Source: an optimization exercise on an open RTL-to-GDS flow (aim: small area and a short achievable clock period). Production flows keep margins and buffers that such runs may drop. Function was checked by simulation only, so behaviour that the tests miss may differ from the original. Power and IR drop assume default switching activity.

===== config.mk =====
export PLATFORM = sky130hd
export DESIGN_NAME = mac
export DESIGN_NICKNAME = mac
export VERILOG_FILES = /design/flow/design.v
export SDC_FILE = /design/flow/constraint.sdc
export NUM_CORES = 4
export LEC_CHECK = 0
export CAP_MARGIN = 20
export CORE_MARGIN = 2
export CORE_UTILIZATION = 40
export SLEW_MARGIN = 20
export SYNTH_HIERARCHICAL = 1
export SYNTH_MINIMUM_KEEP_SIZE = 0
export SETUP_SLACK_MARGIN = 11.1
export SKIP_GATE_CLONING = 1
export BUFFER_PORTS_ARGS = -buffer_cell sky130_fd_sc_hd__buf_1
export CTS_ARGS = -sink_clustering_enable -repair_clock_nets -dont_use_dummy_load -buf_list sky130_fd_sc_hd__clkbuf_4 -root_buf sky130_fd_sc_hd__clkbuf_8

===== constraint.sdc =====
create_clock -name core_clock -period 18.0 [get_ports {clk}]
set_input_delay 3.6000 -clock core_clock [delete_from_list [all_inputs] [get_ports {clk}]]
set_output_delay 3.6000 -clock core_clock [all_outputs]
set_load 0.01 [all_outputs]

===== design.v =====
module mac(input clk, input rst, input [15:0] x, input [15:0] y, output [31:0] acc);
reg r0_0;
reg r1_0;
reg r2_0;
reg r3_0;
reg r4_0;
reg r5_0;
reg r6_0;
reg r6_1;
reg r7_0;
reg r7_1;
reg r8_0;
reg r8_1;
reg r9_0;
reg r9_1;
reg r10_0;
reg r10_1;
reg r11_0;
reg r11_1;
reg r12_0;
reg r12_1;
reg r13_0;
reg r13_1;
reg r14_0;
reg r14_1;
reg r15_0;
reg r15_1;
reg r16_0;
reg r16_1;
reg r17_0;
reg r17_1;
reg r18_0;
reg r18_1;
reg r19_0;
reg r19_1;
reg r20_0;
reg r20_1;
reg r21_0;
reg r21_1;
reg r22_0;
reg r22_1;
reg r23_0;
reg r23_1;
reg r24_0;
reg r24_1;
reg r25_0;
reg r25_1;
reg r26_0;
reg r26_1;
reg r27_0;
reg r27_1;
reg r28_0;
reg r28_1;
reg r29_0;
reg r29_1;
reg r30_0;
reg r30_1;
reg r31_0;
reg rci;
wire p1;
wire p2;
wire p3;
wire p4;
wire p5;
wire p6;
wire p7;
wire p8;
wire p9;
wire p10;
wire p11;
wire p12;
wire p13;
wire p14;
wire p15;
wire p16;
wire p17;
wire p18;
wire p19;
wire p20;
wire p21;
wire p22;
wire p23;
wire p24;
wire p25;
wire p26;
wire p27;
wire p28;
wire p29;
wire p30;
wire p31;
wire p32;
wire p33;
wire p34;
wire p35;
wire p36;
wire p37;
wire p38;
wire p39;
wire p40;
wire p41;
wire p42;
wire p43;
wire p44;
wire p45;
wire p46;
wire p47;
wire p48;
wire p49;
wire p50;
wire p51;
wire p52;
wire p53;
wire p54;
wire p55;
wire p56;
wire p57;
wire p58;
wire p59;
wire p60;
wire p61;
wire p62;
wire p63;
wire p64;
wire p65;
wire p66;
wire p67;
wire p68;
wire p69;
wire p70;
wire p71;
wire p72;
wire p73;
wire p74;
wire p75;
wire p76;
wire p77;
wire p78;
wire p79;
wire p80;
wire p81;
wire p82;
wire p83;
wire p84;
wire p85;
wire p86;
wire p87;
wire p88;
wire p89;
wire p90;
wire p91;
wire p92;
wire p93;
wire p94;
wire p95;
wire p96;
wire p97;
wire p98;
wire p99;
wire p100;
wire p101;
wire p102;
wire p103;
wire p104;
wire p105;
wire p106;
wire p107;
wire p108;
wire p109;
wire p110;
wire p111;
wire p112;
wire p113;
wire p114;
wire p115;
wire p116;
wire p117;
wire p118;
wire p119;
wire p120;
wire p121;
wire p122;
wire p123;
wire p124;
wire p125;
wire p126;
wire p127;
wire p128;
wire p129;
wire p130;
wire p131;
wire p132;
wire p133;
wire p134;
wire p135;
wire p136;
wire p137;
wire p138;
wire p139;
wire p140;
wire p141;
wire p142;
wire p143;
wire p144;
wire p145;
wire p146;
wire p147;
wire p148;
wire p149;
wire p150;
wire p151;
wire p152;
wire p153;
wire p154;
wire p155;
wire p156;
wire p157;
wire p158;
wire p159;
wire p160;
wire p161;
wire p162;
wire p163;
wire p164;
wire p165;
wire p166;
wire p167;
wire p168;
wire p169;
wire p170;
wire p171;
wire p172;
wire p173;
wire p174;
wire p175;
wire p176;
wire p177;
wire p178;
wire p179;
wire p180;
wire p181;
wire p182;
wire p183;
wire p184;
wire p185;
wire p186;
wire p187;
wire p188;
wire p189;
wire p190;
wire p191;
wire p192;
wire p193;
wire p194;
wire p195;
wire p196;
wire p197;
wire p198;
wire p199;
wire p200;
wire p201;
wire p202;
wire p203;
wire p204;
wire p205;
wire p206;
wire p207;
wire p208;
wire p209;
wire p210;
wire p211;
wire p212;
wire p213;
wire p214;
wire p215;
wire p216;
wire p217;
wire p218;
wire p219;
wire p220;
wire p221;
wire p222;
wire p223;
wire p224;
wire p225;
wire p226;
wire p227;
wire p228;
wire p229;
wire p230;
wire p231;
wire p232;
wire p233;
wire p234;
wire p235;
wire p236;
wire p237;
wire p238;
wire p239;
wire p240;
wire p241;
wire p242;
wire p243;
wire p244;
wire p245;
wire p246;
wire p247;
wire p248;
wire p249;
wire p250;
wire p251;
wire p252;
wire p253;
wire p254;
wire p255;
wire p256;
wire s257;
wire c258;
wire s259;
wire c260;
wire s261;
wire c262;
wire s263;
wire c264;
wire s265;
wire c266;
wire s267;
wire c268;
wire s269;
wire c270;
wire s271;
wire c272;
wire s273;
wire c274;
wire s275;
wire c276;
wire s277;
wire c278;
wire s279;
wire c280;
wire s281;
wire c282;
wire s283;
wire c284;
wire s285;
wire c286;
wire s287;
wire c288;
wire s289;
wire c290;
wire s291;
wire c292;
wire s293;
wire c294;
wire s295;
wire c296;
wire s297;
wire c298;
wire s299;
wire c300;
wire s301;
wire c302;
wire s303;
wire c304;
wire s305;
wire c306;
wire s307;
wire c308;
wire s309;
wire c310;
wire s311;
wire c312;
wire s313;
wire c314;
wire s315;
wire c316;
wire s317;
wire c318;
wire s319;
wire c320;
wire s321;
wire c322;
wire s323;
wire c324;
wire s325;
wire c326;
wire s327;
wire c328;
wire s329;
wire c330;
wire s331;
wire c332;
wire s333;
wire c334;
wire s335;
wire c336;
wire s337;
wire c338;
wire s339;
wire c340;
wire s341;
wire c342;
wire s343;
wire c344;
wire s345;
wire c346;
wire s347;
wire c348;
wire s349;
wire c350;
wire s351;
wire c352;
wire s353;
wire c354;
wire s355;
wire c356;
wire s357;
wire c358;
wire s359;
wire c360;
wire s361;
wire c362;
wire s363;
wire c364;
wire s365;
wire c366;
wire s367;
wire c368;
wire s369;
wire c370;
wire s371;
wire c372;
wire s373;
wire c374;
wire s375;
wire c376;
wire s377;
wire c378;
wire s379;
wire c380;
wire s381;
wire c382;
wire s383;
wire c384;
wire s385;
wire c386;
wire s387;
wire c388;
wire s389;
wire c390;
wire s391;
wire c392;
wire s393;
wire c394;
wire s395;
wire c396;
wire s397;
wire c398;
wire s399;
wire c400;
wire s401;
wire c402;
wire s403;
wire c404;
wire s405;
wire c406;
wire s407;
wire c408;
wire s409;
wire c410;
wire s411;
wire c412;
wire s413;
wire c414;
wire s415;
wire c416;
wire s417;
wire c418;
wire s419;
wire c420;
wire s421;
wire c422;
wire s423;
wire c424;
wire s425;
wire c426;
wire s427;
wire c428;
wire s429;
wire c430;
wire s431;
wire c432;
wire s433;
wire c434;
wire s435;
wire c436;
wire s437;
wire c438;
wire s439;
wire c440;
wire s441;
wire c442;
wire s443;
wire c444;
wire s445;
wire c446;
wire s447;
wire c448;
wire s449;
wire c450;
wire s451;
wire c452;
wire s453;
wire c454;
wire s455;
wire c456;
wire s457;
wire c458;
wire s459;
wire c460;
wire s461;
wire c462;
wire s463;
wire c464;
wire s465;
wire c466;
wire s467;
wire c468;
wire s469;
wire c470;
wire s471;
wire c472;
wire s473;
wire c474;
wire s475;
wire c476;
wire s477;
wire c478;
wire s479;
wire c480;
wire s481;
wire c482;
wire s483;
wire c484;
wire s485;
wire c486;
wire s487;
wire c488;
wire s489;
wire c490;
wire s491;
wire c492;
wire s493;
wire c494;
wire s495;
wire c496;
wire s497;
wire c498;
wire s499;
wire c500;
wire s501;
wire c502;
wire s503;
wire c504;
wire s505;
wire c506;
wire s507;
wire c508;
wire s509;
wire c510;
wire s511;
wire c512;
wire s513;
wire c514;
wire s515;
wire c516;
wire s517;
wire c518;
wire s519;
wire c520;
wire s521;
wire c522;
wire s523;
wire c524;
wire s525;
wire c526;
wire s527;
wire c528;
wire s529;
wire c530;
wire s531;
wire c532;
wire s533;
wire c534;
wire s535;
wire c536;
wire s537;
wire c538;
wire s539;
wire c540;
wire s541;
wire c542;
wire s543;
wire c544;
wire s545;
wire c546;
wire s547;
wire c548;
wire s549;
wire c550;
wire s551;
wire c552;
wire s553;
wire c554;
wire s555;
wire c556;
wire s557;
wire c558;
wire s559;
wire c560;
wire s561;
wire c562;
wire s563;
wire c564;
wire s565;
wire c566;
wire s567;
wire c568;
wire s569;
wire c570;
wire s571;
wire c572;
wire s573;
wire c574;
wire s575;
wire c576;
wire s577;
wire c578;
wire s579;
wire c580;
wire s581;
wire c582;
wire s583;
wire c584;
wire s585;
wire c586;
wire s587;
wire c588;
wire s589;
wire c590;
wire s591;
wire c592;
wire s593;
wire c594;
wire s595;
wire c596;
wire s597;
wire c598;
wire s599;
wire c600;
wire s601;
wire c602;
wire s603;
wire c604;
wire s605;
wire c606;
wire s607;
wire c608;
wire s609;
wire c610;
wire s611;
wire c612;
wire s613;
wire c614;
wire s615;
wire c616;
wire s617;
wire c618;
wire s619;
wire c620;
wire s621;
wire c622;
wire s623;
wire c624;
wire s625;
wire c626;
wire s627;
wire c628;
wire s629;
wire c630;
wire s631;
wire c632;
wire s633;
wire c634;
wire s635;
wire c636;
wire s637;
wire c638;
wire s639;
wire c640;
wire s641;
wire c642;
wire s643;
wire c644;
wire s645;
wire c646;
wire s647;
wire c648;
wire s649;
wire c650;
wire s651;
wire c652;
wire s653;
wire c654;
wire s655;
wire c656;
wire s657;
wire c658;
wire s659;
wire c660;
wire s661;
wire c662;
wire s663;
wire c664;
wire s665;
wire c666;
wire s667;
wire c668;
wire s669;
wire c670;
wire s671;
wire c672;
wire s673;
wire c674;
wire s675;
wire c676;
wire s677;
wire c678;
wire s679;
wire c680;
wire s681;
wire c682;
wire s683;
wire c684;
wire s685;
wire c686;
wire s687;
wire c688;
wire s689;
wire c690;
wire s691;
wire c692;
wire s693;
wire c694;
wire s695;
wire c696;
wire s697;
wire c698;
wire s699;
wire c700;
wire s701;
wire c702;
wire s703;
wire c704;
wire s705;
wire c706;
wire s707;
wire c708;
wire s709;
wire c710;
wire s711;
wire c712;
wire s713;
wire c714;
wire s715;
wire c716;
wire s717;
wire c718;
wire s719;
wire c720;
wire s721;
wire c722;
wire s723;
wire c724;
wire s725;
wire c726;
wire s727;
wire c728;
wire s729;
wire c730;
wire s731;
wire c732;
wire s733;
wire c734;
wire s735;
wire c736;
wire s737;
wire c738;
wire s739;
wire c740;
wire s741;
wire c742;
wire s743;
wire c744;
wire s745;
wire c746;
wire s747;
wire c748;
wire s749;
wire c750;
wire s751;
wire c752;
wire s753;
wire c754;
wire s755;
wire c756;
wire s757;
wire c758;
wire s759;
wire c760;
wire s761;
wire c762;
wire s763;
wire c764;
wire s765;
wire c766;
wire s767;
wire c768;
wire s769;
wire c770;
wire s771;
wire c772;
wire s773;
wire c774;
wire s775;
wire c776;
wire s777;
wire c778;
wire s779;
wire c780;
wire s781;
wire c782;
wire s783;
wire c784;
wire s785;
wire c786;
wire s787;
wire c788;
wire s789;
wire c790;
wire s791;
wire c792;
wire s793;
wire c794;
wire s795;
wire c796;
wire s797;
wire c798;
wire s799;
wire c800;
wire s801;
wire c802;
wire x803;
wire x804;
wire [15:0] xg = x;
wire r0_0_f = ~r0_0;
wire r1_0_f = ~r1_0;
wire r2_0_f = ~r2_0;
wire r3_0_f = ~r3_0;
wire r4_0_f = ~r4_0;
wire r5_0_f = ~r5_0;
wire r6_0_f = ~r6_0;
wire r6_1_f = ~r6_1;
wire r7_0_f = ~r7_0;
wire r7_1_f = ~r7_1;
wire r8_0_f = ~r8_0;
wire r8_1_f = ~r8_1;
wire r9_0_f = ~r9_0;
wire r9_1_f = ~r9_1;
wire r10_0_f = ~r10_0;
wire r10_1_f = ~r10_1;
wire r11_0_f = ~r11_0;
wire r11_1_f = ~r11_1;
wire r12_0_f = ~r12_0;
wire r12_1_f = ~r12_1;
wire r13_0_f = ~r13_0;
wire r13_1_f = ~r13_1;
wire r14_0_f = ~r14_0;
wire r14_1_f = ~r14_1;
wire r15_0_f = ~r15_0;
wire r15_1_f = ~r15_1;
wire r16_0_f = ~r16_0;
wire r16_1_f = ~r16_1;
wire r17_0_f = ~r17_0;
wire r17_1_f = ~r17_1;
wire r18_0_f = ~r18_0;
wire r18_1_f = ~r18_1;
wire r19_0_f = ~r19_0;
wire r19_1_f = ~r19_1;
wire r20_0_f = ~r20_0;
wire r20_1_f = ~r20_1;
wire r21_0_f = ~r21_0;
wire r21_1_f = ~r21_1;
wire r22_0_f = ~r22_0;
wire r22_1_f = ~r22_1;
wire r23_0_f = ~r23_0;
wire r23_1_f = ~r23_1;
wire r24_0_f = ~r24_0;
wire r24_1_f = ~r24_1;
wire r25_0_f = ~r25_0;
wire r25_1_f = ~r25_1;
wire r26_0_f = ~r26_0;
wire r26_1_f = ~r26_1;
wire r27_0_f = ~r27_0;
wire r27_1_f = ~r27_1;
wire r28_0_f = ~r28_0;
wire r28_1_f = ~r28_1;
wire r29_0_f = ~r29_0;
wire r29_1_f = ~r29_1;
wire r30_0_f = ~r30_0;
wire r30_1_f = ~r30_1;
wire r31_0_f = ~r31_0;
wire rci_f = ~rci;
assign p1 = ~(xg[0] & y[0]);
assign p2 = ~(xg[0] & y[1]);
assign p3 = ~(xg[0] & y[2]);
assign p4 = ~(xg[0] & y[3]);
assign p5 = ~(xg[0] & y[4]);
assign p6 = ~(xg[0] & y[5]);
assign p7 = ~(xg[0] & y[6]);
assign p8 = ~(xg[0] & y[7]);
assign p9 = ~(xg[0] & y[8]);
assign p10 = ~(xg[0] & y[9]);
assign p11 = ~(xg[0] & y[10]);
assign p12 = ~(xg[0] & y[11]);
assign p13 = ~(xg[0] & y[12]);
assign p14 = ~(xg[0] & y[13]);
assign p15 = ~(xg[0] & y[14]);
assign p16 = ~(xg[0] & y[15]);
assign p17 = ~(xg[1] & y[0]);
assign p18 = ~(xg[1] & y[1]);
assign p19 = ~(xg[1] & y[2]);
assign p20 = ~(xg[1] & y[3]);
assign p21 = ~(xg[1] & y[4]);
assign p22 = ~(xg[1] & y[5]);
assign p23 = ~(xg[1] & y[6]);
assign p24 = ~(xg[1] & y[7]);
assign p25 = ~(xg[1] & y[8]);
assign p26 = ~(xg[1] & y[9]);
assign p27 = ~(xg[1] & y[10]);
assign p28 = ~(xg[1] & y[11]);
assign p29 = ~(xg[1] & y[12]);
assign p30 = ~(xg[1] & y[13]);
assign p31 = ~(xg[1] & y[14]);
assign p32 = ~(xg[1] & y[15]);
assign p33 = ~(xg[2] & y[0]);
assign p34 = ~(xg[2] & y[1]);
assign p35 = ~(xg[2] & y[2]);
assign p36 = ~(xg[2] & y[3]);
assign p37 = ~(xg[2] & y[4]);
assign p38 = ~(xg[2] & y[5]);
assign p39 = ~(xg[2] & y[6]);
assign p40 = ~(xg[2] & y[7]);
assign p41 = ~(xg[2] & y[8]);
assign p42 = ~(xg[2] & y[9]);
assign p43 = ~(xg[2] & y[10]);
assign p44 = ~(xg[2] & y[11]);
assign p45 = ~(xg[2] & y[12]);
assign p46 = ~(xg[2] & y[13]);
assign p47 = ~(xg[2] & y[14]);
assign p48 = ~(xg[2] & y[15]);
assign p49 = ~(xg[3] & y[0]);
assign p50 = ~(xg[3] & y[1]);
assign p51 = ~(xg[3] & y[2]);
assign p52 = ~(xg[3] & y[3]);
assign p53 = ~(xg[3] & y[4]);
assign p54 = ~(xg[3] & y[5]);
assign p55 = ~(xg[3] & y[6]);
assign p56 = ~(xg[3] & y[7]);
assign p57 = ~(xg[3] & y[8]);
assign p58 = ~(xg[3] & y[9]);
assign p59 = ~(xg[3] & y[10]);
assign p60 = ~(xg[3] & y[11]);
assign p61 = ~(xg[3] & y[12]);
assign p62 = ~(xg[3] & y[13]);
assign p63 = ~(xg[3] & y[14]);
assign p64 = ~(xg[3] & y[15]);
assign p65 = ~(xg[4] & y[0]);
assign p66 = ~(xg[4] & y[1]);
assign p67 = ~(xg[4] & y[2]);
assign p68 = ~(xg[4] & y[3]);
assign p69 = ~(xg[4] & y[4]);
assign p70 = ~(xg[4] & y[5]);
assign p71 = ~(xg[4] & y[6]);
assign p72 = ~(xg[4] & y[7]);
assign p73 = ~(xg[4] & y[8]);
assign p74 = ~(xg[4] & y[9]);
assign p75 = ~(xg[4] & y[10]);
assign p76 = ~(xg[4] & y[11]);
assign p77 = ~(xg[4] & y[12]);
assign p78 = ~(xg[4] & y[13]);
assign p79 = ~(xg[4] & y[14]);
assign p80 = ~(xg[4] & y[15]);
assign p81 = ~(xg[5] & y[0]);
assign p82 = ~(xg[5] & y[1]);
assign p83 = ~(xg[5] & y[2]);
assign p84 = ~(xg[5] & y[3]);
assign p85 = ~(xg[5] & y[4]);
assign p86 = ~(xg[5] & y[5]);
assign p87 = ~(xg[5] & y[6]);
assign p88 = ~(xg[5] & y[7]);
assign p89 = ~(xg[5] & y[8]);
assign p90 = ~(xg[5] & y[9]);
assign p91 = ~(xg[5] & y[10]);
assign p92 = ~(xg[5] & y[11]);
assign p93 = ~(xg[5] & y[12]);
assign p94 = ~(xg[5] & y[13]);
assign p95 = ~(xg[5] & y[14]);
assign p96 = ~(xg[5] & y[15]);
assign p97 = ~(xg[6] & y[0]);
assign p98 = ~(xg[6] & y[1]);
assign p99 = ~(xg[6] & y[2]);
assign p100 = ~(xg[6] & y[3]);
assign p101 = ~(xg[6] & y[4]);
assign p102 = ~(xg[6] & y[5]);
assign p103 = ~(xg[6] & y[6]);
assign p104 = ~(xg[6] & y[7]);
assign p105 = ~(xg[6] & y[8]);
assign p106 = ~(xg[6] & y[9]);
assign p107 = ~(xg[6] & y[10]);
assign p108 = ~(xg[6] & y[11]);
assign p109 = ~(xg[6] & y[12]);
assign p110 = ~(xg[6] & y[13]);
assign p111 = ~(xg[6] & y[14]);
assign p112 = ~(xg[6] & y[15]);
assign p113 = ~(xg[7] & y[0]);
assign p114 = ~(xg[7] & y[1]);
assign p115 = ~(xg[7] & y[2]);
assign p116 = ~(xg[7] & y[3]);
assign p117 = ~(xg[7] & y[4]);
assign p118 = ~(xg[7] & y[5]);
assign p119 = ~(xg[7] & y[6]);
assign p120 = ~(xg[7] & y[7]);
assign p121 = ~(xg[7] & y[8]);
assign p122 = ~(xg[7] & y[9]);
assign p123 = ~(xg[7] & y[10]);
assign p124 = ~(xg[7] & y[11]);
assign p125 = ~(xg[7] & y[12]);
assign p126 = ~(xg[7] & y[13]);
assign p127 = ~(xg[7] & y[14]);
assign p128 = ~(xg[7] & y[15]);
assign p129 = ~(xg[8] & y[0]);
assign p130 = ~(xg[8] & y[1]);
assign p131 = ~(xg[8] & y[2]);
assign p132 = ~(xg[8] & y[3]);
assign p133 = ~(xg[8] & y[4]);
assign p134 = ~(xg[8] & y[5]);
assign p135 = ~(xg[8] & y[6]);
assign p136 = ~(xg[8] & y[7]);
assign p137 = ~(xg[8] & y[8]);
assign p138 = ~(xg[8] & y[9]);
assign p139 = ~(xg[8] & y[10]);
assign p140 = ~(xg[8] & y[11]);
assign p141 = ~(xg[8] & y[12]);
assign p142 = ~(xg[8] & y[13]);
assign p143 = ~(xg[8] & y[14]);
assign p144 = ~(xg[8] & y[15]);
assign p145 = ~(xg[9] & y[0]);
assign p146 = ~(xg[9] & y[1]);
assign p147 = ~(xg[9] & y[2]);
assign p148 = ~(xg[9] & y[3]);
assign p149 = ~(xg[9] & y[4]);
assign p150 = ~(xg[9] & y[5]);
assign p151 = ~(xg[9] & y[6]);
assign p152 = ~(xg[9] & y[7]);
assign p153 = ~(xg[9] & y[8]);
assign p154 = ~(xg[9] & y[9]);
assign p155 = ~(xg[9] & y[10]);
assign p156 = ~(xg[9] & y[11]);
assign p157 = ~(xg[9] & y[12]);
assign p158 = ~(xg[9] & y[13]);
assign p159 = ~(xg[9] & y[14]);
assign p160 = ~(xg[9] & y[15]);
assign p161 = ~(xg[10] & y[0]);
assign p162 = ~(xg[10] & y[1]);
assign p163 = ~(xg[10] & y[2]);
assign p164 = ~(xg[10] & y[3]);
assign p165 = ~(xg[10] & y[4]);
assign p166 = ~(xg[10] & y[5]);
assign p167 = ~(xg[10] & y[6]);
assign p168 = ~(xg[10] & y[7]);
assign p169 = ~(xg[10] & y[8]);
assign p170 = ~(xg[10] & y[9]);
assign p171 = ~(xg[10] & y[10]);
assign p172 = ~(xg[10] & y[11]);
assign p173 = ~(xg[10] & y[12]);
assign p174 = ~(xg[10] & y[13]);
assign p175 = ~(xg[10] & y[14]);
assign p176 = ~(xg[10] & y[15]);
assign p177 = ~(xg[11] & y[0]);
assign p178 = ~(xg[11] & y[1]);
assign p179 = ~(xg[11] & y[2]);
assign p180 = ~(xg[11] & y[3]);
assign p181 = ~(xg[11] & y[4]);
assign p182 = ~(xg[11] & y[5]);
assign p183 = ~(xg[11] & y[6]);
assign p184 = ~(xg[11] & y[7]);
assign p185 = ~(xg[11] & y[8]);
assign p186 = ~(xg[11] & y[9]);
assign p187 = ~(xg[11] & y[10]);
assign p188 = ~(xg[11] & y[11]);
assign p189 = ~(xg[11] & y[12]);
assign p190 = ~(xg[11] & y[13]);
assign p191 = ~(xg[11] & y[14]);
assign p192 = ~(xg[11] & y[15]);
assign p193 = ~(xg[12] & y[0]);
assign p194 = ~(xg[12] & y[1]);
assign p195 = ~(xg[12] & y[2]);
assign p196 = ~(xg[12] & y[3]);
assign p197 = ~(xg[12] & y[4]);
assign p198 = ~(xg[12] & y[5]);
assign p199 = ~(xg[12] & y[6]);
assign p200 = ~(xg[12] & y[7]);
assign p201 = ~(xg[12] & y[8]);
assign p202 = ~(xg[12] & y[9]);
assign p203 = ~(xg[12] & y[10]);
assign p204 = ~(xg[12] & y[11]);
assign p205 = ~(xg[12] & y[12]);
assign p206 = ~(xg[12] & y[13]);
assign p207 = ~(xg[12] & y[14]);
assign p208 = ~(xg[12] & y[15]);
assign p209 = ~(xg[13] & y[0]);
assign p210 = ~(xg[13] & y[1]);
assign p211 = ~(xg[13] & y[2]);
assign p212 = ~(xg[13] & y[3]);
assign p213 = ~(xg[13] & y[4]);
assign p214 = ~(xg[13] & y[5]);
assign p215 = ~(xg[13] & y[6]);
assign p216 = ~(xg[13] & y[7]);
assign p217 = ~(xg[13] & y[8]);
assign p218 = ~(xg[13] & y[9]);
assign p219 = ~(xg[13] & y[10]);
assign p220 = ~(xg[13] & y[11]);
assign p221 = ~(xg[13] & y[12]);
assign p222 = ~(xg[13] & y[13]);
assign p223 = ~(xg[13] & y[14]);
assign p224 = ~(xg[13] & y[15]);
assign p225 = ~(xg[14] & y[0]);
assign p226 = ~(xg[14] & y[1]);
assign p227 = ~(xg[14] & y[2]);
assign p228 = ~(xg[14] & y[3]);
assign p229 = ~(xg[14] & y[4]);
assign p230 = ~(xg[14] & y[5]);
assign p231 = ~(xg[14] & y[6]);
assign p232 = ~(xg[14] & y[7]);
assign p233 = ~(xg[14] & y[8]);
assign p234 = ~(xg[14] & y[9]);
assign p235 = ~(xg[14] & y[10]);
assign p236 = ~(xg[14] & y[11]);
assign p237 = ~(xg[14] & y[12]);
assign p238 = ~(xg[14] & y[13]);
assign p239 = ~(xg[14] & y[14]);
assign p240 = ~(xg[14] & y[15]);
assign p241 = ~(xg[15] & y[0]);
assign p242 = ~(xg[15] & y[1]);
assign p243 = ~(xg[15] & y[2]);
assign p244 = ~(xg[15] & y[3]);
assign p245 = ~(xg[15] & y[4]);
assign p246 = ~(xg[15] & y[5]);
assign p247 = ~(xg[15] & y[6]);
assign p248 = ~(xg[15] & y[7]);
assign p249 = ~(xg[15] & y[8]);
assign p250 = ~(xg[15] & y[9]);
assign p251 = ~(xg[15] & y[10]);
assign p252 = ~(xg[15] & y[11]);
assign p253 = ~(xg[15] & y[12]);
assign p254 = ~(xg[15] & y[13]);
assign p255 = ~(xg[15] & y[14]);
assign p256 = ~(xg[15] & y[15]);
fa us257 (r0_0_f, p1, 1'b1, s257, c258);
fa us259 (r1_0_f, p17, p2, s259, c260);
fa us261 (c258, s259, 1'b1, s261, c262);
fa us263 (r2_0_f, p18, p3, s263, c264);
fa us265 (p33, c260, s263, s265, c266);
fa us267 (c262, s265, 1'b1, s267, c268);
fa us269 (r3_0_f, p19, p34, s269, c270);
fa us271 (p4, p49, c264, s271, c272);
fa us273 (s269, c266, s271, s273, c274);
fa us275 (c268, s273, 1'b1, s275, c276);
fa us277 (r4_0_f, p20, p35, s277, c278);
fa us279 (p5, p50, p65, s279, c280);
fa us281 (c270, s277, s279, s281, c282);
fa us283 (c272, s281, c274, s283, c284);
fa us285 (c276, s283, 1'b1, s285, c286);
fa us287 (r5_0_f, p21, p36, s287, c288);
fa us289 (p51, p6, p66, s289, c290);
fa us291 (p81, c278, c280, s291, c292);
fa us293 (s287, s289, c282, s293, c294);
fa us295 (s291, s293, c284, s295, c296);
fa us297 (c286, s295, 1'b1, s297, c298);
fa us299 (r6_0_f, r6_1_f, rci_f, s299, c300);
fa us301 (r11_0_f, r11_1_f, 1'b1, s301, c302);
fa us303 (r12_0_f, r12_1_f, p103, s303, c304);
fa us305 (p118, p13, 1'b1, s305, c306);
fa us307 (r13_0_f, r13_1_f, p104, s307, c308);
fa us309 (p119, p134, p14, s309, c310);
fa us311 (p149, p164, 1'b1, s311, c312);
fa us313 (r14_0_f, r14_1_f, p105, s313, c314);
fa us315 (p120, p135, p15, s315, c316);
fa us317 (p150, p165, p180, s317, c318);
fa us319 (p195, p210, 1'b1, s319, c320);
fa us321 (r15_0_f, r15_1_f, p106, s321, c322);
fa us323 (p121, p136, p151, s323, c324);
fa us325 (p16, p166, p181, s325, c326);
fa us327 (p196, p211, p226, s327, c328);
fa us329 (p241, p31, 1'b1, s329, c330);
fa us331 (r16_0_f, r16_1_f, p107, s331, c332);
fa us333 (p122, p137, p152, s333, c334);
fa us335 (p167, p182, p197, s335, c336);
fa us337 (p212, p227, p242, s337, c338);
fa us339 (p32, p47, 1'b1, s339, c340);
fa us341 (r17_0_f, r17_1_f, p108, s341, c342);
fa us343 (p123, p138, p153, s343, c344);
fa us345 (p168, p183, p198, s345, c346);
fa us347 (p213, p228, p243, s347, c348);
fa us349 (r18_0_f, r18_1_f, p109, s349, c350);
fa us351 (p124, p139, p154, s351, c352);
fa us353 (p169, p184, p199, s353, c354);
fa us355 (r19_0_f, r19_1_f, p110, s355, c356);
fa us357 (p125, p140, p155, s357, c358);
fa us359 (r20_0_f, r20_1_f, p111, s359, c360);
fa us361 (s299, p22, p37, s361, c362);
fa us363 (p52, p67, p7, s363, c364);
fa us365 (r7_0_f, r7_1_f, c300, s365, c366);
fa us367 (p113, p23, p38, s367, c368);
fa us369 (r8_0_f, r8_1_f, p114, s369, c370);
fa us371 (p129, p24, p39, s371, c372);
fa us373 (r9_0_f, r9_1_f, p10, s373, c374);
fa us375 (p100, p115, p130, s375, c376);
fa us377 (p145, p25, 1'b1, s377, c378);
fa us379 (r10_0_f, r10_1_f, p101, s379, c380);
fa us381 (p11, p116, p131, s381, c382);
fa us383 (p146, p161, p26, s383, c384);
fa us385 (p41, p56, 1'b1, s385, c386);
fa us387 (s301, p102, p117, s387, c388);
fa us389 (p12, p132, p147, s389, c390);
fa us391 (p162, p177, p27, s391, c392);
fa us393 (p42, p57, p72, s393, c394);
fa us395 (c302, p133, p148, s395, c396);
fa us397 (p163, p178, p193, s397, c398);
fa us399 (p28, p43, p58, s399, c400);
fa us401 (p73, p88, s303, s401, c402);
fa us403 (p179, p194, p209, s403, c404);
fa us405 (p29, p44, p59, s405, c406);
fa us407 (p74, p89, c304, s407, c408);
fa us409 (c306, s307, s309, s409, c410);
fa us411 (p225, p30, p45, s411, c412);
fa us413 (p60, p75, p90, s413, c414);
fa us415 (c308, c310, c312, s415, c416);
fa us417 (s313, s315, s317, s417, c418);
fa us419 (p46, p61, p76, s419, c420);
fa us421 (p91, c314, c316, s421, c422);
fa us423 (c318, c320, s321, s423, c424);
fa us425 (s323, s325, s327, s425, c426);
fa us427 (p62, p77, p92, s427, c428);
fa us429 (c322, c324, c326, s429, c430);
fa us431 (c328, c330, s331, s431, c432);
fa us433 (s333, s335, s337, s433, c434);
fa us435 (p48, p63, p78, s435, c436);
fa us437 (p93, c332, c334, s437, c438);
fa us439 (c336, c338, c340, s439, c440);
fa us441 (s341, s343, s345, s441, c442);
fa us443 (p214, p229, p244, s443, c444);
fa us445 (p64, p79, p94, s445, c446);
fa us447 (c342, c344, c346, s447, c448);
fa us449 (c348, s349, s351, s449, c450);
fa us451 (p170, p185, p200, s451, c452);
fa us453 (p215, p230, p245, s453, c454);
fa us455 (p80, p95, c350, s455, c456);
fa us457 (c352, c354, s355, s457, c458);
fa us459 (p126, p141, p156, s459, c460);
fa us461 (p171, p186, p201, s461, c462);
fa us463 (p216, p231, p246, s463, c464);
fa us465 (p96, c356, c358, s465, c466);
fa us467 (r21_0_f, r21_1_f, p112, s467, c468);
fa us469 (p127, p142, p157, s469, c470);
fa us471 (p172, p187, p202, s471, c472);
fa us473 (p217, p232, p247, s473, c474);
fa us475 (r22_0_f, r22_1_f, p128, s475, c476);
fa us477 (p143, p158, p173, s477, c478);
fa us479 (p188, p203, p218, s479, c480);
fa us481 (r23_0_f, r23_1_f, p144, s481, c482);
fa us483 (p159, p174, p189, s483, c484);
fa us485 (r24_0_f, r24_1_f, p160, s485, c486);
fa us487 (p82, p97, c288, s487, c488);
fa us489 (c290, s361, 1'b1, s489, c490);
fa us491 (s365, p53, p68, s491, c492);
fa us493 (p8, p83, p98, s493, c494);
fa us495 (c362, c364, 1'b1, s495, c496);
fa us497 (c366, p54, p69, s497, c498);
fa us499 (p84, p9, p99, s499, c500);
fa us501 (c368, s369, s371, s501, c502);
fa us503 (p40, p55, p70, s503, c504);
fa us505 (p85, c370, c372, s505, c506);
fa us507 (s373, s375, s377, s507, c508);
fa us509 (p71, p86, c374, s509, c510);
fa us511 (c376, c378, s379, s511, c512);
fa us513 (s381, s383, s385, s513, c514);
fa us515 (p87, c380, c382, s515, c516);
fa us517 (c384, c386, s387, s517, c518);
fa us519 (s389, s391, s393, s519, c520);
fa us521 (c388, c390, c392, s521, c522);
fa us523 (c394, s305, s395, s523, c524);
fa us525 (s397, s399, s401, s525, c526);
fa us527 (c396, c398, c400, s527, c528);
fa us529 (s311, s403, s405, s529, c530);
fa us531 (c402, s407, s409, s531, c532);
fa us533 (c404, c406, s319, s533, c534);
fa us535 (s411, s413, c408, s535, c536);
fa us537 (c410, s415, s417, s537, c538);
fa us539 (c412, c414, s329, s539, c540);
fa us541 (s419, c416, c418, s541, c542);
fa us543 (s421, s423, s425, s543, c544);
fa us545 (c420, s339, s427, s545, c546);
fa us547 (c422, c424, c426, s547, c548);
fa us549 (s429, s431, s433, s549, c550);
fa us551 (c428, s347, s435, s551, c552);
fa us553 (c430, c432, c434, s553, c554);
fa us555 (s437, s439, s441, s555, c556);
fa us557 (c436, s353, s443, s557, c558);
fa us559 (s445, c438, c440, s559, c560);
fa us561 (c442, s447, s449, s561, c562);
fa us563 (c444, c446, s357, s563, c564);
fa us565 (s451, s453, c448, s565, c566);
fa us567 (c450, s455, s457, s567, c568);
fa us569 (c452, c454, s359, s569, c570);
fa us571 (s459, s461, s463, s571, c572);
fa us573 (c456, c458, s465, s573, c574);
fa us575 (c360, c460, c462, s575, c576);
fa us577 (c464, s467, s469, s577, c578);
fa us579 (s471, s473, c466, s579, c580);
fa us581 (p233, p248, c468, s581, c582);
fa us583 (c470, c472, c474, s583, c584);
fa us585 (s475, s477, s479, s585, c586);
fa us587 (p204, p219, p234, s587, c588);
fa us589 (p249, c476, c478, s589, c590);
fa us591 (c480, s481, s483, s591, c592);
fa us593 (p175, p190, p205, s593, c594);
fa us595 (p220, p235, p250, s595, c596);
fa us597 (c482, c484, s485, s597, c598);
fa us599 (r25_0_f, r25_1_f, p176, s599, c600);
fa us601 (p191, p206, p221, s601, c602);
fa us603 (p236, p251, c486, s603, c604);
fa us605 (r26_0_f, r26_1_f, p192, s605, c606);
fa us607 (p207, p222, p237, s607, c608);
fa us609 (r27_0_f, r27_1_f, p208, s609, c610);
fa us611 (s363, c292, s487, s611, c612);
fa us613 (s367, s491, s493, s613, c614);
fa us615 (c488, c490, 1'b1, s615, c616);
fa us617 (c492, c494, s497, s617, c618);
fa us619 (s499, c496, s501, s619, c620);
fa us621 (c498, c500, s503, s621, c622);
fa us623 (c502, s505, s507, s623, c624);
fa us625 (c504, c506, c508, s625, c626);
fa us627 (s509, s511, s513, s627, c628);
fa us629 (c510, c512, c514, s629, c630);
fa us631 (s515, s517, s519, s631, c632);
fa us633 (c516, c518, c520, s633, c634);
fa us635 (s521, s523, s525, s635, c636);
fa us637 (c522, c524, s527, s637, c638);
fa us639 (s529, c526, s531, s639, c640);
fa us641 (c528, c530, s533, s641, c642);
fa us643 (s535, c532, s537, s643, c644);
fa us645 (c534, s539, c536, s645, c646);
fa us647 (c538, s541, s543, s647, c648);
fa us649 (c540, s545, c542, s649, c650);
fa us651 (c544, s547, s549, s651, c652);
fa us653 (c546, s551, c548, s653, c654);
fa us655 (c550, s553, s555, s655, c656);
fa us657 (c552, s557, c554, s657, c658);
fa us659 (s559, c556, s561, s659, c660);
fa us661 (c558, s563, c560, s661, c662);
fa us663 (s565, c562, s567, s663, c664);
fa us665 (c564, s569, s571, s665, c666);
fa us667 (c566, c568, s573, s667, c668);
fa us669 (c570, c572, s575, s669, c670);
fa us671 (s577, c574, s579, s671, c672);
fa us673 (c576, c578, s581, s673, c674);
fa us675 (s583, s585, c580, s675, c676);
fa us677 (s587, c582, c584, s677, c678);
fa us679 (c586, s589, s591, s679, c680);
fa us681 (c588, s593, s595, s681, c682);
fa us683 (c590, c592, s597, s683, c684);
fa us685 (c594, c596, s599, s685, c686);
fa us687 (s601, c598, s603, s687, c688);
fa us689 (p252, c600, c602, s689, c690);
fa us691 (s605, s607, c604, s691, c692);
fa us693 (p223, p238, p253, s693, c694);
fa us695 (c606, c608, s609, s695, c696);
fa us697 (r28_0_f, r28_1_f, p224, s697, c698);
fa us699 (p239, p254, c610, s699, c700);
fa us701 (r29_0_f, r29_1_f, p240, s701, c702);
fa us703 (s489, c294, 1'b1, s703, c704);
fa us705 (s495, s613, c612, s705, c706);
fa us707 (c614, s617, c616, s707, c708);
fa us709 (c618, s621, c620, s709, c710);
fa us711 (c622, c624, s625, s711, c712);
fa us713 (c626, c628, s629, s713, c714);
fa us715 (c630, c632, s633, s715, c716);
fa us717 (c634, s637, c636, s717, c718);
fa us719 (c638, s641, c640, s719, c720);
fa us721 (c642, s645, c644, s721, c722);
fa us723 (c646, s649, c648, s723, c724);
fa us725 (c650, s653, c652, s725, c726);
fa us727 (c654, s657, c656, s727, c728);
fa us729 (c658, s661, c660, s729, c730);
fa us731 (s665, c662, c664, s731, c732);
fa us733 (c666, s669, c668, s733, c734);
fa us735 (c670, s673, c672, s735, c736);
fa us737 (c674, s677, s679, s737, c738);
fa us739 (s681, c678, c680, s739, c740);
fa us741 (c682, s685, c684, s741, c742);
fa us743 (c686, s689, c688, s743, c744);
fa us745 (s693, c690, s695, s745, c746);
fa us747 (c694, s697, c696, s747, c748);
fa us749 (p255, c698, s701, s749, c750);
fa us751 (r30_0_f, r30_1_f, p256, s751, c752);
fa us753 (s611, s703, 1'b1, s753, c754);
fa us755 (s615, c704, s705, s755, c756);
fa us757 (s619, c706, s707, s757, c758);
fa us759 (s623, c708, s709, s759, c760);
fa us761 (s627, c710, s711, s761, c762);
fa us763 (s631, c712, s713, s763, c764);
fa us765 (c714, s715, s635, s765, c766);
fa us767 (c716, s639, s717, s767, c768);
fa us769 (s643, c718, s719, s769, c770);
fa us771 (s647, c720, s721, s771, c772);
fa us773 (s651, c722, s723, s773, c774);
fa us775 (s655, c724, s725, s775, c776);
fa us777 (s659, c726, s727, s777, c778);
fa us779 (s663, c728, s729, s779, c780);
fa us781 (s667, c730, s731, s781, c782);
fa us783 (s671, c732, s733, s783, c784);
fa us785 (s675, c734, s735, s785, c786);
fa us787 (c676, s737, c736, s787, c788);
fa us789 (s683, c738, s739, s789, c790);
fa us791 (s687, c740, s741, s791, c792);
fa us793 (s691, c742, s743, s793, c794);
fa us795 (c692, s745, c744, s795, c796);
fa us797 (s699, c746, s747, s797, c798);
fa us799 (c700, s749, c748, s799, c800);
fa us801 (c702, s751, c750, s801, c802);
assign x803 = ~(r31_0_f ^ c752);
assign x804 = ~(x803 ^ c802);
always @(posedge clk) begin
  r0_0 <= ~(rst | s257);
  r1_0 <= ~(rst | s261);
  r2_0 <= ~(rst | s267);
  r3_0 <= ~(rst | s275);
  r4_0 <= ~(rst | s285);
  r5_0 <= ~(rst | s297);
  r6_0 <= ~(rst | c296);
  r6_1 <= ~(rst | s753);
  r7_0 <= ~(rst | c754);
  r7_1 <= ~(rst | s755);
  r8_0 <= ~(rst | c756);
  r8_1 <= ~(rst | s757);
  r9_0 <= ~(rst | c758);
  r9_1 <= ~(rst | s759);
  r10_0 <= ~(rst | c760);
  r10_1 <= ~(rst | s761);
  r11_0 <= ~(rst | c762);
  r11_1 <= ~(rst | s763);
  r12_0 <= ~(rst | c764);
  r12_1 <= ~(rst | s765);
  r13_0 <= ~(rst | c766);
  r13_1 <= ~(rst | s767);
  r14_0 <= ~(rst | c768);
  r14_1 <= ~(rst | s769);
  r15_0 <= ~(rst | c770);
  r15_1 <= ~(rst | s771);
  r16_0 <= ~(rst | c772);
  r16_1 <= ~(rst | s773);
  r17_0 <= ~(rst | c774);
  r17_1 <= ~(rst | s775);
  r18_0 <= ~(rst | c776);
  r18_1 <= ~(rst | s777);
  r19_0 <= ~(rst | c778);
  r19_1 <= ~(rst | s779);
  r20_0 <= ~(rst | c780);
  r20_1 <= ~(rst | s781);
  r21_0 <= ~(rst | c782);
  r21_1 <= ~(rst | s783);
  r22_0 <= ~(rst | c784);
  r22_1 <= ~(rst | s785);
  r23_0 <= ~(rst | c786);
  r23_1 <= ~(rst | s787);
  r24_0 <= ~(rst | s789);
  r24_1 <= ~(rst | c788);
  r25_0 <= ~(rst | c790);
  r25_1 <= ~(rst | s791);
  r26_0 <= ~(rst | c792);
  r26_1 <= ~(rst | s793);
  r27_0 <= ~(rst | c794);
  r27_1 <= ~(rst | s795);
  r28_0 <= ~(rst | s797);
  r28_1 <= ~(rst | c796);
  r29_0 <= ~(rst | c798);
  r29_1 <= ~(rst | s799);
  r30_0 <= ~(rst | s801);
  r30_1 <= ~(rst | c800);
  r31_0 <= ~(rst | x804);
  rci <= ~(rst | c298);
end
assign acc[0] = r0_0;
assign acc[1] = r1_0;
assign acc[2] = r2_0;
assign acc[3] = r3_0;
assign acc[4] = r4_0;
assign acc[5] = r5_0;
wire [25:0] ra = {r31_0, r30_0, r29_0, r28_0, r27_0, r26_0, r25_0, r24_0, r23_0, r22_0, r21_0, r20_0, r19_0, r18_0, r17_0, r16_0, r15_0, r14_0, r13_0, r12_0, r11_0, r10_0, r9_0, r8_0, r7_0, r6_0};
wire [25:0] rb = {1'b0, r30_1, r29_1, r28_1, r27_1, r26_1, r25_1, r24_1, r23_1, r22_1, r21_1, r20_1, r19_1, r18_1, r17_1, r16_1, r15_1, r14_1, r13_1, r12_1, r11_1, r10_1, r9_1, r8_1, r7_1, r6_1};
addn u_add (ra, rb, rci, acc[31:6]);
endmodule
module addn(input [25:0] a, input [25:0] b, input ci, output [25:0] s);
wire [25:0] g, p, c;
pgen u_pg (a, b, g, p);
pfx u_pfx (g, p, ci, c);
assign s = p ^ c;
endmodule
module pgen(input [25:0] a, input [25:0] b, output [25:0] g, output [25:0] p);
assign g = a & b;
assign p = a ^ b;
endmodule
module pfx(input [25:0] g, input [25:0] p, input ci, output [25:0] c);
wire gc0 = g[0] | (p[0] & ci);
wire G1 = g[1] | (p[1] & gc0);
wire G2 = g[3] | (p[3] & g[2]);
wire P2 = p[3] & p[2];
wire G3 = g[5] | (p[5] & g[4]);
wire P3 = p[5] & p[4];
wire G4 = g[7] | (p[7] & g[6]);
wire P4 = p[7] & p[6];
wire G5 = g[9] | (p[9] & g[8]);
wire P5 = p[9] & p[8];
wire G6 = g[11] | (p[11] & g[10]);
wire P6 = p[11] & p[10];
wire G7 = g[13] | (p[13] & g[12]);
wire P7 = p[13] & p[12];
wire G8 = g[15] | (p[15] & g[14]);
wire P8 = p[15] & p[14];
wire G9 = g[17] | (p[17] & g[16]);
wire P9 = p[17] & p[16];
wire G10 = g[19] | (p[19] & g[18]);
wire P10 = p[19] & p[18];
wire G11 = g[21] | (p[21] & g[20]);
wire P11 = p[21] & p[20];
wire G12 = g[23] | (p[23] & g[22]);
wire P12 = p[23] & p[22];
wire G13 = g[25] | (p[25] & g[24]);
wire P13 = p[25] & p[24];
wire G14 = g[2] | (p[2] & G1);
wire G15 = G2 | (P2 & G1);
wire G16 = g[6] | (p[6] & G3);
wire P16 = p[6] & P3;
wire G17 = G4 | (P4 & G3);
wire P17 = P4 & P3;
wire G18 = g[10] | (p[10] & G5);
wire P18 = p[10] & P5;
wire G19 = G6 | (P6 & G5);
wire P19 = P6 & P5;
wire G20 = g[14] | (p[14] & G7);
wire P20 = p[14] & P7;
wire G21 = G8 | (P8 & G7);
wire P21 = P8 & P7;
wire G22 = g[18] | (p[18] & G9);
wire P22 = p[18] & P9;
wire G23 = G10 | (P10 & G9);
wire P23 = P10 & P9;
wire G24 = g[22] | (p[22] & G11);
wire P24 = p[22] & P11;
wire G25 = G12 | (P12 & G11);
wire P25 = P12 & P11;
wire G26 = g[4] | (p[4] & G15);
wire G27 = G3 | (P3 & G15);
wire G28 = G16 | (P16 & G15);
wire G29 = G17 | (P17 & G15);
wire G30 = g[12] | (p[12] & G19);
wire P30 = p[12] & P19;
wire G31 = G7 | (P7 & G19);
wire P31 = P7 & P19;
wire G32 = G20 | (P20 & G19);
wire P32 = P20 & P19;
wire G33 = G21 | (P21 & G19);
wire P33 = P21 & P19;
wire G34 = g[20] | (p[20] & G23);
wire P34 = p[20] & P23;
wire G35 = G11 | (P11 & G23);
wire P35 = P11 & P23;
wire G36 = G24 | (P24 & G23);
wire P36 = P24 & P23;
wire G37 = G25 | (P25 & G23);
wire P37 = P25 & P23;
wire G38 = g[8] | (p[8] & G29);
wire G39 = G5 | (P5 & G29);
wire G40 = G18 | (P18 & G29);
wire G41 = G19 | (P19 & G29);
wire G42 = G30 | (P30 & G29);
wire G43 = G31 | (P31 & G29);
wire G44 = G32 | (P32 & G29);
wire G45 = G33 | (P33 & G29);
wire G46 = g[24] | (p[24] & G37);
wire P46 = p[24] & P37;
wire G47 = G13 | (P13 & G37);
wire P47 = P13 & P37;
wire G48 = g[16] | (p[16] & G45);
wire G49 = G9 | (P9 & G45);
wire G50 = G22 | (P22 & G45);
wire G51 = G23 | (P23 & G45);
wire G52 = G34 | (P34 & G45);
wire G53 = G35 | (P35 & G45);
wire G54 = G36 | (P36 & G45);
wire G55 = G37 | (P37 & G45);
wire G56 = G46 | (P46 & G45);
wire G57 = G47 | (P47 & G45);
assign c[0] = ci;
assign c[1] = gc0;
assign c[2] = G1;
assign c[3] = G14;
assign c[4] = G15;
assign c[5] = G26;
assign c[6] = G27;
assign c[7] = G28;
assign c[8] = G29;
assign c[9] = G38;
assign c[10] = G39;
assign c[11] = G40;
assign c[12] = G41;
assign c[13] = G42;
assign c[14] = G43;
assign c[15] = G44;
assign c[16] = G45;
assign c[17] = G48;
assign c[18] = G49;
assign c[19] = G50;
assign c[20] = G51;
assign c[21] = G52;
assign c[22] = G53;
assign c[23] = G54;
assign c[24] = G55;
assign c[25] = G56;
endmodule
module fa(input a, input b, input c, output s, output co);
assign s = a ^ b ^ c;
assign co = (a & b) | (a & c) | (b & c);
endmodule

===== flow/run.sh =====
#!/bin/bash
# Layout: the standard ORFS flow (standard.sh, standard synthesis), with
#  - timing repair aimed at a setup slack of flow/margin ns, so the resizer
#    works on the real critical paths even though the clock period is loose
#    (no gate cloning, so each port keeps exactly one buffer),
#  - the standard port buffering (every port gets its own buffer), with the
#    buffer cell in flow/portbuf,
#  - a clock tree without dummy balancing loads, extra CTS options in flow/cts.
# standard.log here holds make's output; ORFS's own logs are in orfs/logs.
set -euo pipefail
M=$(cat flow/margin)
PB=$(cat flow/portbuf)
CTS_EXTRA=$(cat flow/cts 2>/dev/null || true)
cat >> config.mk <<EOC
export SETUP_SLACK_MARGIN = $M
export SKIP_GATE_CLONING = 1
export BUFFER_PORTS_ARGS = -buffer_cell $PB
export CTS_ARGS = -sink_clustering_enable -repair_clock_nets -dont_use_dummy_load $CTS_EXTRA
EOC
bash standard.sh > standard.log 2>&1

===== flow/cts =====
-buf_list sky130_fd_sc_hd__clkbuf_4 -root_buf sky130_fd_sc_hd__clkbuf_8

===== flow/margin =====
11.1

===== flow/portbuf =====
sky130_fd_sc_hd__buf_1

===== standard.sh =====
#!/bin/bash
# synth_recipe.tcl (not shown) runs the flow's synth.tcl, then flattens the netlist and writes it again
# the make line also repeats each setting of config.mk as NAME=value (left out here)
make -C /OpenROAD-flow-scripts/flow DESIGN_CONFIG=/design/flow/config.mk WORK_HOME=/design/flow/orfs CLKGATE_MAP_FILE= SYNTH_SCRIPT=/design/flow/synth_recipe.tcl "${@:-finish}"

==> summary.md, run 1 <==
| Metric | Value |
|---|---|
| Standard-cell rows | `56` |
| Seq/Total Area, Yosys | `~12%` |
| Gr ovfl total | `0` |
| Routed Antenna Nets | `0` |
| Worst-Skew Late Latency | `0.36 ns` |
| PwrDens | `170 mW/mm^2` |
| Maximum number of pins on one net before global-route repair | `59` |
| Layout cell share with drive strength beyond 1 | `5.32%` |
| Syn avg cell area | `10.4 sq um` |
| Clk root buf | `clkbuf_8` |
| Inst Count DP | `roughly 1200` |
| Count of unique library cells instantiated by Yosys | `34` |
| Number of synthesized flops with an enable pin | `0` |
| CP max FO | `16` |
| CTS tree | `yes` |
| Per-cell routed wire length | `19.3 um` |
| Synth Cell Area | `0.00963 sq mm` |
| Unrepaired setup endpoints after global routing | `false` |
| Height of the die | `159 um` |
| Initial Util | `between 40% and 50%` |
| Ys async rst share | `0%` |
| RD Place Congestion | `0.808` |
| Inserted Clock Buffers | `9` |
| Global-route wire length before repair | `39900 um` |
| Crit path kind | `in2reg` |
| DP HPWL | `18600 um` |
| Vias in the first global route | `~7300` |
| Nets | `1256` |
| Min-delay worst type | `reg2reg` |
| Ys flop type | `dfxtp_1` |
| Initial antenna violation count | `0` |
| Wire length on met2 | `11900 um` |
| # diodes | `0` |
| Die width | `159 um` |
| # H-tree levels | `3` |
| Port bufs | `65` |
| Met3 wire len | `1190 um` |
| Drt first pass iters | `4` |
| Layout area overhead | `3.74%` |
| Maximum Capacitance Violations | `0` |
| Setup crit end kind | `flip-flop` |
| Routed vias | `6292` |
| Core area | `between 0.02 and 0.025 sq mm` |
| Area of the multi-input gates | `0.00773 sq mm` |
| Clock Skew | `0.0110 ns` |
| Worst slew pin tran | `0.768 ns` |
| Lkg Pwr | `around 3.9 nW` |
| Max Buffers Root-to-Sink | `2` |
| Number of fill cells | `roughly 2400` |
| Slew headroom | `between 40% and 50%` |
| Postcts setup bufs | `0` |
| Die area | `0.0253 sq mm` |
| Worst Path Arrival | `a little over 7 ns` |
| Gr usage total | `20.5%` |
| Post-route DRC | `0` |
| Setup TNS | `0 ns` |
| Register area | `0.00116 sq mm` |
| Setup Viol. Count Final | `0` |
| F_max | `0.147 GHz` |
| Fin. max-slew vios | `0` |
| Worst path required time | `18.22 ns` |
| TritonCTS Sinks | `slightly below 60` |
| Yosys Warn Count | `7` |
| Final Routed Wirelength | `23900 um` |
| Post-synthesis cell count | `between 900 and 1000` |
| Highest Signal Layer | `met4` |
| Yosys reg bits | `58` |
| Tmin final | `approximately 6.8 ns` |
| Initial drt markers | `353` |
| Outcome | `complete, no violations` |
| Peak supply drop | `72.9 uV` |
| WL met1 | `10000 um` |
| Top Ports | `66` |
| Final Instance Count excl. Fillers | `1240` |
| Fin crit share | `37.9%` |
| CTS clk-pin slew, worst paths | `0.06 ns` |
| Via-per-instance ratio | `5.07` |
| Final Hold Violating Endpoints | `0` |
| Startpoint Class | `input port` |
==> per-module statistics from Yosys, one instance, submodules excluded <==
| module | flops+latches | cells | area [sq um] | times used |
|---|---|---|---|---|
| fa | 0 | 1 | 20.0 | 273 |
| pgen | 0 | 26 | 325 | 1 |
| addn | 0 | 26 | 228 | 1 |
| mac | 58 | 508 | 2990 | 1 |
| pfx | 0 | 90 | 619 | 1 |
==> repair_timing <==
action	4_1_cts	5_1_grt
hold endpoints to repair	0	0
gates cloned	0	0
setup endpoints to repair	28	18
resized for setup	45	41
hold buffers	0	0
==> final timing paths <==
| kind | end | from | cells past startpoint | slack [ns] |
|---|---|---|---|---|
| worst max-delay path | r16_1$_DFF_P_ | x[3] | 8 | 11.18 |
| worst min-delay path | r0_0$_DFF_P_ | r0_0$_DFF_P_ | 3 | 0.62 |
| worst max register to register | r13_1$_DFF_P_ | r11_0$_DFF_P_ | 8 | 14.44 |
| worst min register to register | r0_0$_DFF_P_ | r0_0$_DFF_P_ | 3 | 0.62 |
==> final cells by class <==
class | instances | area share (%)
tap | 319 | 3.99
multi-input combinational | 722 | 77.4
inverter | 59 | 2.22
sequential | 58 | 11.6
timing repair buffer | 73 | 3.54
clock buffer | 9 | 1.24
==> placed cells by master, fill, tap and decap left out, types with 5 or more instances in the layout <==
cell and instances:
buf_1 39, dfxtp_1 58, fa_1 272, nand4_1 5, buf_4 8, inv_1 59
ha_1 26, clkbuf_8 9, conb_1 20, nand2_1 261, buf_2 17, a21o_1 20
a21oi_1 8, clkbuf_4 5, nor2_1 59, xor2_1 26
==> routing by layer <==
metal  GRT usage [%]  vias up
met3            3.96       50
met4            7.60        0
met2            34.1      202
met1            26.8     3354
met5               0        -
li1                -     2686
==> cells in the mapped netlist (5+ instances only) <==
master | instances | area (sq um)
xor2_1 | 26 | 228
nand4_1 | 5 | 31.3
nor2_1 | 59 | 221
buf_2 | 35 | 175
a21o_1 | 20 | 150
dfxtp_1 | 58 | 1160
nand2_1 | 261 | 980
clkbuf_2 | 32 | 160
buf_4 | 33 | 248
inv_1 | 59 | 221
fa_1 | 273 | 5470
a21oi_1 | 8 | 40.0
ha_1 | 26 | 325
==> stage by stage <==
step	cell area [sq um]	hold slack [ns]	setup WS, ns	power [W]	utilization [%]
after global placement	9800	0.614	10.36	0.00161	41.6
after global routing	9990	0.665	11.10	0.00196	42.4
after detailed placement	9800	0.621	10.37	0.00162	41.6
after floorplan	9740	0.598	11.10	0.00131	-
final	9990	0.624	11.18	0.00170	42.4
after CTS	10100	0.635	11.07	0.00174	42.8
==> where the power goes <==
part	switching, W	internal, W
combinational	0.000750	0.000629
sequential	0.0000290	0.000195
clock	0.0000510	0.0000444
==> worst max-delay path: stages <==
cell,delay (ns)
clkdlybuf4s15_1,0.67
nand2_1,0.18
fa_1,0.58
fa_1,0.48
fa_1,0.56
fa_1,0.43
fa_1,0.49
nor2_1,0.04
==> logic make-up after synthesis <==
kind of cell	after synthesis	share of synthesized area, %
compound gates	46	3.39
xor+xnor	27	2.60
flops	58	12.1
fa+ha+maj	299	60.1
other cells	2	0.0780
buf+inv	161	8.59
simple gates	330	13.2
==> inputs of run 2 (changes only) <==
==> flow/margin (replaced) <==
11.2
--- a/config.mk
+++ b/config.mk
@@ -7,11 +7,12 @@
 export LEC_CHECK = 0
 export CAP_MARGIN = 20
 export CORE_MARGIN = 2
-export CORE_UTILIZATION = 40
+export CORE_UTILIZATION = 70
+export PLACE_DENSITY = 0.8
 export SLEW_MARGIN = 20
 export SYNTH_HIERARCHICAL = 1
 export SYNTH_MINIMUM_KEEP_SIZE = 0
-export SETUP_SLACK_MARGIN = 11.1
+export SETUP_SLACK_MARGIN = 11.2
 export SKIP_GATE_CLONING = 1
 export BUFFER_PORTS_ARGS = -buffer_cell sky130_fd_sc_hd__buf_1
 export CTS_ARGS = -sink_clustering_enable -repair_clock_nets -dont_use_dummy_load -buf_list sky130_fd_sc_hd__clkbuf_4 -root_buf sky130_fd_sc_hd__clkbuf_8
==> summary.md, run 2 <==
| Metric | Value |
|---|---|
| FF-to-FF setup slack | `14.42 ns (-0.02 ns)` |
| Inserted Clock Buffers | `9 (unchanged)` |
| Yosys reg bits | `58 (unchanged)` |
| Via-per-instance ratio | `5.75 (+13%)` |
| Leading area contributor after synthesis | `fa_1` |
| Setup crit end kind | `flip-flop` |
| Final Cell Area | `0.00984 sq mm (-1.5%)` |
| Synth Cell Area | `0.00963 sq mm (unchanged)` |
| Setup TNS | `0 ns (unchanged)` |
| Initial Util | `72.2% (+31 points)` |
| Largest family of logic cells by synthesized area | `adder cells` |
| Mux cell area share after synthesis | `0% (unchanged)` |
| Drt first pass iters | `4 (unchanged)` |
| Register area | `0.00116 sq mm (unchanged)` |
| Initial drt markers | `376 (+6.5%)` |
| R2R Path End | `r12_1$_DFF_P_` |
| Startpoint Class | `input port` |
| P_sw | `0.000832 W (+0.25%)` |
| Number of synthesized flops with an enable pin | `0 (unchanged)` |
| Maximum number of pins on one net before global-route repair | `59 (unchanged)` |
| Simple-Gate Fraction of Synth Area | `13.2% (unchanged)` |
| Reg2Reg Launch Point | `r11_1$_DFF_P_` |
| Layout area overhead | `2.14%` |
| Ys async rst share | `0% (unchanged)` |
| Worst-Skew Late Latency | `0.37 ns (about the same)` |
| Sequential Power Share | `13.1% (about the same)` |
| CP max stage delay | `0.59 ns (-0.08 ns)` |
| Placed cell area | `0.00964 sq mm (-1.6%)` |
| Gr ovfl total | `0 (unchanged)` |
| Initial antenna violation count | `0 (unchanged)` |
| Unrepaired setup endpoints after global routing | `false` |
| Fraction of power spent switching nets | `48.5% (-0.31 points)` |
| Syn avg cell area | `10.4 sq um (unchanged)` |
| Outcome | `complete, no violations` |
| Worst path cell trace | `buf_2, nand2_1, fa_2, fa_1, fa_2, fa_2, fa_1, fa_1, nor2_1` |
| Global-route wire length before repair | `36100 um (-9.6%)` |
| Postcts setup bufs | `0 (unchanged)` |
| Min-delay worst type | `reg2reg` |
| Final Hold Violating Endpoints | `0 (unchanged)` |
| Final Routed Wirelength | `21500 um (-9.9%)` |
| Internal power | `0.000882 W (+1.5%)` |
| Top Ports | `66 (unchanged)` |
| CTS clk-pin slew, worst paths | `0.05 ns (about the same)` |
| CTS tree | `yes` |
| Most common cell after layout, fill and taps aside | `nand2_1` |
| # H-tree levels | `3 (unchanged)` |
| Comb pwr share | `81.4% (+0.2 points)` |
| Compound-Gate Fraction of Synth Area | `3.39% (unchanged)` |
| Fin crit share | `37.3% (-0.56 points)` |
| Fin. max-slew vios | `0 (unchanged)` |
| Post-CTS Hold Buffers | `0 (unchanged)` |
| Most frequent cell after synthesis | `fa_1` |
| CP max FO | `16 (unchanged)` |
| Gr usage total | `33.5% (+13 points)` |
| Core area | `0.0133 sq mm (-43%)` |
| Max Buffers Root-to-Sink | `2 (unchanged)` |
| Yosys top cell area share | `56.7% (unchanged)` |
| Area of the multi-input gates | `0.00776 sq mm (+0.42%)` |
| Routed Antenna Nets | `0 (unchanged)` |
| Port bufs | `65 (unchanged)` |
| Height of the die | `121 um (-24%)` |
| Clock Skew | `0.0208 ns (+0.00981 ns)` |
| RD Place Congestion | `0.922 (+14%)` |
| Tmin final | `6.71 ns (-0.101 ns)` |
| Yosys Warn Count | `7 (unchanged)` |
| Post_cts resized | `41 (-8.9%)` |
| Post-synthesis cell count | `923 (unchanged)` |
| DP HPWL | `17100 um (-8.0%)` |
| Setup Viol. Count Final | `0 (unchanged)` |
| Crit path kind | `in2reg` |
| Die area | `0.0147 sq mm (-42%)` |
| Lkg Pwr | `3.88 nW (-0.27%)` |
| Top post-synthesis cells by area | `fa_1, dfxtp_1, nand2_1` |
| TritonCTS Sinks | `58 (unchanged)` |
| Worst path required time | `18.21 ns (about the same)` |
| Clock power share | `5.4% (-0.2 points)` |
| Worst Path Arrival | `6.93 ns (-0.11 ns)` |
| Slew headroom | `58.2% (+9.4 points)` |
| F_max | `0.149 GHz (+1.5%)` |
| Worst slew pin tran | `0.620 ns (-0.148 ns)` |
| Clk root buf | `clkbuf_8` |
| PwrDens | `174 mW/mm^2 (+2.5%)` |
| Maximum Capacitance Violations | `0 (unchanged)` |
| Number of fill cells | `931 (-60%)` |
| CP endpoint | `r18_1$_DFF_P_` |
| Post-route DRC | `0 (unchanged)` |
| Worst Setup SP | `x[11]` |
| Peak supply drop | `117 uV (+60%)` |
| Commonest non-fill, non-tap cells in the layout | `nand2_1, fa_1, nor2_1, inv_1, dfxtp_1` |
| Nets | `1254 (-0.16%)` |
| Standard-cell rows | `42 (-25%)` |
| Die width | `121 um (-24%)` |
| Vias in the first global route | `6997 (-4.4%)` |
| Routed vias | `6297 (+0.079%)` |
| Seq/Total Area, Yosys | `12.1% (unchanged)` |
| Layout cell share with drive strength beyond 1 | `6.86% (+1.5 points)` |
| Synthesized-area fraction occupied by adder cells | `60.1% (unchanged)` |
| Post-Synth XOR/XNOR Area | `2.60% (unchanged)` |
| Count of unique library cells instantiated by Yosys | `34 (unchanged)` |
| Per-cell routed wire length | `19.6 um (+1.9%)` |
| Ys flop type | `dfxtp_1` |
| Worst Reg2Reg Path Length in Cells | `8 (unchanged)` |
| Most frequent cells after synthesis | `fa_1, nand2_1, inv_1, nor2_1, dfxtp_1` |
| Crit-path slowest cell | `fa_1` |
run 2: cell count changes in the layout (fill, tap and decap cells not counted), sizes merged:
cell	delta
buf	-5
clkbuf	+4
clkdlybuf4s15	-1
diode	+1
run 2: cell families (layout without fill, tap and decap cells):
| logic type | Yosys count | after routing |
|---|---|---|
| buf+inv | 161 | 139 |
| fa+ha+maj | 299 | 299 |
| flops | 58 | 58 |
| simple gates | 330 | 330 |
| compound gates | 46 | 46 |
| other cells | 2 | 21 |
| xor+xnor | 27 | 27 |
run 2: how the worst min path moves through the flow:
| stage | from | to | slack [ns] | depth (start not counted) |
|---|---|---|---|---|
| after detailed placement | r0_0$_DFF_P_ | r0_0$_DFF_P_ | 0.62 | 3 |
| final | r0_0$_DFF_P_ | r0_0$_DFF_P_ | 0.63 | 3 |
| after global placement | r0_0$_DFF_P_ | r0_0$_DFF_P_ | 0.62 | 3 |
| after CTS | r0_0$_DFF_P_ | r0_0$_DFF_P_ | 0.63 | 3 |
| after floorplan | r0_0$_DFF_P_ | r0_0$_DFF_P_ | 0.60 | 3 |
| after global routing | r0_0$_DFF_P_ | r0_0$_DFF_P_ | 0.69 | 3 |
run 2: Yosys stat by module (local to each module, per instance):
| module | cell area (sq um) | flops+latches |
|---|---|---|
| pgen | 325 | 0 |
| addn | 228 | 0 |
| fa | 20.0 | 0 |
| mac | 2990 | 58 |
| pfx | 619 | 0 |
run 2: final cells by class:
cell class                 count  share of cell area [%]
antenna                        1                  0.0254
inverter                      59                    2.25
multi-input combinational    722                    78.9
tap                          176                    2.24
sequential                    58                    11.8
timing repair buffer          71                    3.50
clock buffer                   9                    1.26
run 2: critical path: cells and delay by family:
kind / cells / cell delay (ns)
AND/OR/NAND/NOR: 2 / 0.18
buffers and inverters: 1 / 0.33
adder cells (fa/ha/maj): 6 / 2.80
run 2: metrics by stage:
stage | total power [W] | setup WS [ns] | hold WS (ns) | std cells | utilization [%]
after floorplan | 0.00133 | 11.18 | 0.598 | 941 | -
final | 0.00171 | 11.29 | 0.628 | 1096 | 73.7
after global placement | 0.00157 | 10.49 | 0.617 | 1086 | 72.2
after detailed placement | 0.00162 | 10.48 | 0.620 | 1086 | 72.2
after global routing | 0.00196 | 11.21 | 0.687 | 1095 | 73.7
after CTS | 0.00173 | 11.17 | 0.633 | 1095 | 73.8
run 2: power groups by stage:
stage | sequential, W | combinational (W) | clock, W
after floorplan | 0.000217 | 0.00111 | 0
after global placement | 0.000226 | 0.00135 | 0
after detailed placement | 0.000227 | 0.00139 | 0
after CTS | 0.000225 | 0.00141 | 0.0000957
after global routing | 0.000231 | 0.00163 | 0.000101
final | 0.000225 | 0.00140 | 0.0000932
run 2: routing by layer:
layer | vias up | global-route usage, % | wire (um)
met1 | 3225 | 42.6 | 8120
met2 | 328 | 52.2 | 10300
met4 | 0 | 15.5 | 893
met5 | - | 0 | 0
met3 | 61 | 12.0 | 2220
li1 | 2683 | - | -

-- static timing again, ports no longer ideal --
The flow's constraints put no driver on any port. The routed layouts listed below were extracted and timed again, unchanged, in two steps. Step 1 (the two cells are an assumption about what drives the block):
set clk [get_ports {clk}]
set_driving_cell -lib_cell sky130_fd_sc_hd__clkbuf_16 $clk
set_driving_cell -lib_cell sky130_fd_sc_hd__buf_2 [delete_from_list [all_inputs] $clk]
Step 2 adds t to the input delays and takes it off the output delays; t is the mean of the earliest and latest rising clock arrival at the registers after step 1. Input paths then give back, and output paths get back, about the clock's delay inside the block. Three values: ideal ports, drivers, drivers and shift; two values: the first two.
| run | t, ns | slack for setup (ns) | slew at the worst register clock pin (ns) |
|---|---|---|---|
| run 1 | 0.400 | 11.185 / 11.165 / 10.765 | 0.06 / 0.06 |
| run 2 | 0.398 | 11.286 / 11.276 / 10.878 | 0.07 / 0.07 |
After both steps every run listed still meets setup and hold. For run 1, which loses most, drivers alone change the setup slack by -0.020 ns; drivers and shift together by -0.420 ns.
